Context: an optimization exercise on an open-source flow, tuned for small area. The choices shown serve that exercise and are no tape-out recipe. Function was checked by simulation only, so behaviour that the tests miss may differ from the original. The clock port is modelled as an ideal driver, which makes a skipped or thinned clock tree look cheaper than it is; a real chip needs a root buffer or a tree.

JK:
// wmtop
module wmtop (
	clk,
	rst,
	start,
	waterfull,
	accelerate,
	stateindic,
	index_n,
	fourdigit,
	lastdigit
);
input clk, rst;
input start;
input accelerate;
input waterfull;
output [5:0] stateindic;
output [3:0] index_n;
output [7:0] fourdigit;
output [6:0] lastdigit;
function [6:0] seg7_n;
	input [3:0] v;
	reg w, x, y, z;
	begin
		{w, x, y, z} = v;
		seg7_n[6] = ~((w | y | x & z) | (~x & ~z));
		seg7_n[5] = ~((~x | y & z) | (~y & ~z));
		seg7_n[4] = ~(x | ~y | z);
		seg7_n[3] = ~(w | (~x & ~z) | (y & ~z) | (~x & y) | (x & ~y & z));
		seg7_n[2] = ~(~z & (~x | y));
		seg7_n[1] = ~(w | (~y & ~z) | (x & ~y) | (x & ~z));
		seg7_n[0] = ~((w | (y & ~z) | x & ~y) | (~x & y));
	end
endfunction
reg [2:0] a;
reg [2:0] z;
reg [4:0] q;
reg f1;
wire e4 = a[1] & a[0];			 
wire e40 = e4 & a[2] & z[2];		 
wire q24 = q[4] & q[3];			 
always @(posedge clk)
begin
	a[0] <= ~rst | ~a[0];
	a[1] <= ~rst | (a[1] ^ a[0]);
	a[2] <= ~rst | (a[2] ^ e4);
	z[0] <= ~rst | (e4 ? ~(z[0] | z[2]) : z[0]);
	z[1] <= rst & (e4 ? (z[1] ^ z[0]) & ~z[2] : z[1]);
	z[2] <= ~rst | (e4 ? z[1] & z[0] : z[2]);
	q[0] <= rst & (q[0] ^ (e40 & ~q24));
	q[1] <= rst & (q[1] ^ (e40 & q[0]));
	q[2] <= rst & (q[2] ^ (e40 & q[0] & q[1]));
	q[3] <= ~rst | (q[3] ^ (e40 & (q[0] & q[1] & q[2] | q24)));
	q[4] <= ~rst | (q[4] ^ (e40 & (q[0] & q[1] & q[2] & q[3] | q24)));
	f1 <= ~rst | (f1 ^ (e40 & q24));
end
wire f100 = z[2] | z[1] & (z[0] | a[1]);
  ...
Size in the first run: about 210 cells after synthesis, ~30 I/O pins, ~1700 um2 of cells after synthesis.
export LEC_CHECK = 0
export CAP_MARGIN = 20
export CORE_MARGIN = 2
export CORE_UTILIZATION = 60
export SLEW_MARGIN = 20
create_clock -name core_clock -period 20.0 [get_ports {clk}]
standard.sh (not shown) runs the stock make flow with config.mk's settings and CLKGATE_MAP_FILE= SYNTH_SCRIPT=/design/flow/synth_recipe.tcl, a recipe that flattens the netlist after the stock synthesis.
==> flow/flow/run.sh <==
#!/bin/bash
# Layout flow: the standard synthesis, then the combinational logic is
# mapped again with a stronger ABC script (the flip-flops, their names and
# cell types are kept exactly as the standard synthesis made them), then the
# standard ORFS layout from that netlist, with the smallest buffer on the ports.
set -euo pipefail
W=$PWD
R=$W/orfs/results/$FLOW_PLATFORM/wmtop/base
YOSYS=$(command -v yosys || echo "$FLOW_HOME/../tools/install/yosys/bin/yosys")
LIB=$FLOW_HOME/platforms/$FLOW_PLATFORM/lib/sky130_fd_sc_hd__tt_025C_1v80.lib

bash standard.sh synth > synth.log 2>&1
cp "$R/1_2_yosys.v" std_netlist.v

printf 'set_driving_cell sky130_fd_sc_hd__buf_1\nset_load 5\n' > abc.constr
cat > resyn.ys <<EOY
read_liberty -ignore_miss_func $LIB
read_verilog std_netlist.v
hierarchy -top $FLOW_TOP
setattr -mod -set keep_hierarchy 1 sky130_fd_sc_hd__df*
flatten
opt_clean -purge
abc -script $W/flow/resyn.abc -liberty $LIB $(cat flow/dont_use.txt) -constr $W/abc.constr -D 20000
opt_clean -purge
hilomap -singleton -hicell sky130_fd_sc_hd__conb_1 HI -locell sky130_fd_sc_hd__conb_1 LO
splitnets
opt_clean -purge
select $FLOW_TOP
write_verilog -selected -noattr -noexpr -nohex -nodec $W/resyn_netlist.v
select -clear
tee -o $W/resyn_stat.txt stat -liberty $LIB
EOY
"$YOSYS" -s resyn.ys > resyn.log 2>&1

cp resyn_netlist.v "$R/1_2_yosys.v"
rm -f "$R/1_synth.odb" "$R/1_synth.sdc"
export PRE_CTS_TCL=$W/flow/pre_cts.tcl CLK_PORT_NAME=clk CLK_LEAVES=4 CLK_LEAF_CELL=sky130_fd_sc_hd__clkbuf_4 CLK_ROOT_CELL=sky130_fd_sc_hd__clkbuf_2
bash standard.sh "BUFFER_PORTS_ARGS=-buffer_cell sky130_fd_sc_hd__buf_1" finish > standard.log 2>&1
==> flow/flow/pre_cts.tcl <==
# Clock tree in place of TritonCTS's: the registers are split by place into
# CLK_LEAVES groups of about equal size, each driven by a CLK_LEAF_CELL at the
# centre of its group; one CLK_ROOT_CELL, driven by the clock port, drives the
# leaf buffers. Every register thus sees the same two buffers on its clock path.
rename clock_tree_synthesis triton_clock_tree_synthesis

proc cts_centre { items } {
  set sx 0; set sy 0
  foreach it $items {
    set sx [expr {$sx + [lindex $it 1]}]
    set sy [expr {$sy + [lindex $it 2]}]
  }
  set n [llength $items]
  return [list [expr {$sx / $n}] [expr {$sy / $n}]]
}

# split items ({iterm x y}) into k groups by recursive halving along the wider side
proc cts_split { items k } {
  if { $k <= 1 } { return [list $items] }
  set xs [lsort -integer [lmap it $items {lindex $it 1}]]
  set ys [lsort -integer [lmap it $items {lindex $it 2}]]
  set idx [expr {([lindex $xs end] - [lindex $xs 0]) >= ([lindex $ys end] - [lindex $ys 0]) ? 1 : 2}]
  set sorted [lsort -integer -index $idx $items]
  set k1 [expr {$k / 2}]
  set n1 [expr {([llength $items] * $k1) / $k}]
  set a [lrange $sorted 0 [expr {$n1 - 1}]]
  set b [lrange $sorted $n1 end]
  return [concat [cts_split $a $k1] [cts_split $b [expr {$k - $k1}]]]
}

proc cts_buffer { block master name innet outnet x y } {
  set inst [odb::dbInst_create $block $master $name]
  [$inst findITerm A] connect $innet
  [$inst findITerm X] connect $outnet
  $inst setLocation $x $y
  $inst setPlacementStatus PLACED
  return $inst
}

proc clock_tree_synthesis { args } {
  set block [ord::get_db_block]
  set db [ord::get_db]
  set clknet [$block findNet $::env(CLK_PORT_NAME)]
  set leaf [$db findMaster $::env(CLK_LEAF_CELL)]
  set root [$db findMaster $::env(CLK_ROOT_CELL)]
  set items {}
  foreach iterm [$clknet getITerms] {
    set bbox [[$iterm getInst] getBBox]
    lappend items [list $iterm [expr {([$bbox xMin] + [$bbox xMax]) / 2}] \
      [expr {([$bbox yMin] + [$bbox yMax]) / 2}]]
  }
  set groups [cts_split $items $::env(CLK_LEAVES)]
  set rootnet [odb::dbNet_create $block clknet_root]
  $rootnet setSigType CLOCK
  set centres {}
  set i 0
  foreach g $groups {
    set net [odb::dbNet_create $block clknet_leaf_$i]
    $net setSigType CLOCK
    foreach it $g {
      set iterm [lindex $it 0]
      $iterm disconnect
      $iterm connect $net
    }
    lassign [cts_centre $g] x y
    cts_buffer $block $leaf clkbuf_leaf_$i $rootnet $net $x $y
    lappend centres [list {} $x $y]
    puts "clock leaf $i: $::env(CLK_LEAF_CELL) drives [llength $g] registers"
    incr i
  }
  lassign [cts_centre $centres] x y
  cts_buffer $block $root clkbuf_root $clknet $rootnet $x $y
  set_propagated_clock [all_clocks]
}
Other scripts of this flow, unchanged in this note and not shown: flow/flow/dont_use.txt, flow/flow/resyn.abc
The following lists how MS was set up differently from JK:
# JK
export LEC_CHECK = 0
export CAP_MARGIN = 20
export CORE_MARGIN = 2
export CORE_UTILIZATION = 60
export SLEW_MARGIN = 20
create_clock -name core_clock -period 20.0 [get_ports {clk}]
# MS
export LEC_CHECK = 0
export CAP_MARGIN = 20
export CORE_MARGIN = 2
export CORE_UTILIZATION = 40
export SLEW_MARGIN = 20
create_clock -name core_clock -period 20.0 [get_ports {clk}]
--- a/flow/flow/run.sh
+++ b/flow/flow/run.sh
@@ -37 +37 @@
-export PRE_CTS_TCL=$W/flow/pre_cts.tcl CLK_PORT_NAME=clk CLK_LEAVES=4 CLK_LEAF_CELL=sky130_fd_sc_hd__clkbuf_4 CLK_ROOT_CELL=sky130_fd_sc_hd__clkbuf_2
+export PRE_CTS_TCL=$W/flow/pre_cts.tcl CLK_PORT_NAME=clk CLK_LEAVES=5 CLK_LEAF_CELL=sky130_fd_sc_hd__clkbuf_4 CLK_ROOT_CELL=sky130_fd_sc_hd__clkbuf_4
Findings:
NOTE number of tapcells JK->MS increased by more than half. Measured against each other, JK and MS differ in arrival time of the worst setup path, the higher figure coming from JK. Any difference in register-to-register setup slack between MS and JK is small enough to ignore. Compared with JK, MS shows a lower multi-input gate share of the layout cell area.
No run of this note takes its clock network from TritonCTS; it comes from the design's own scripts or RTL.

re-timing with driven ports:
No port has a modelled driver above. Below, the same layouts with a new extraction and two added sets of constraints. Step 1 assumes that a clkbuf_16 drives the clock port and a buf_2 every other input. Step 2 times the ports against the registers' clock, not the clock port: input delays grow and output delays shrink by t, the midpoint of the rising clock arrivals with the driver on. a / b / c = ideal ports / drivers / drivers and shift; a / b = the first two.
run | t (ns) | slack for setup (ns) | clock arrival spread, ns | worst data-port slew with drivers (ns) | pins driven straight from the clock port
JK | 0.370 | 14.368 / 14.346 / 14.087 | 0.012 / 0.011 | 0.03 | 1
MS | 0.366 | 14.415 / 14.390 / 14.147 | 0.006 / 0.006 | 0.03 | 1
After both steps every run listed still meets setup and hold. For JK, which loses most, drivers alone change the setup slack by -0.022 ns; drivers and shift together by -0.281 ns.
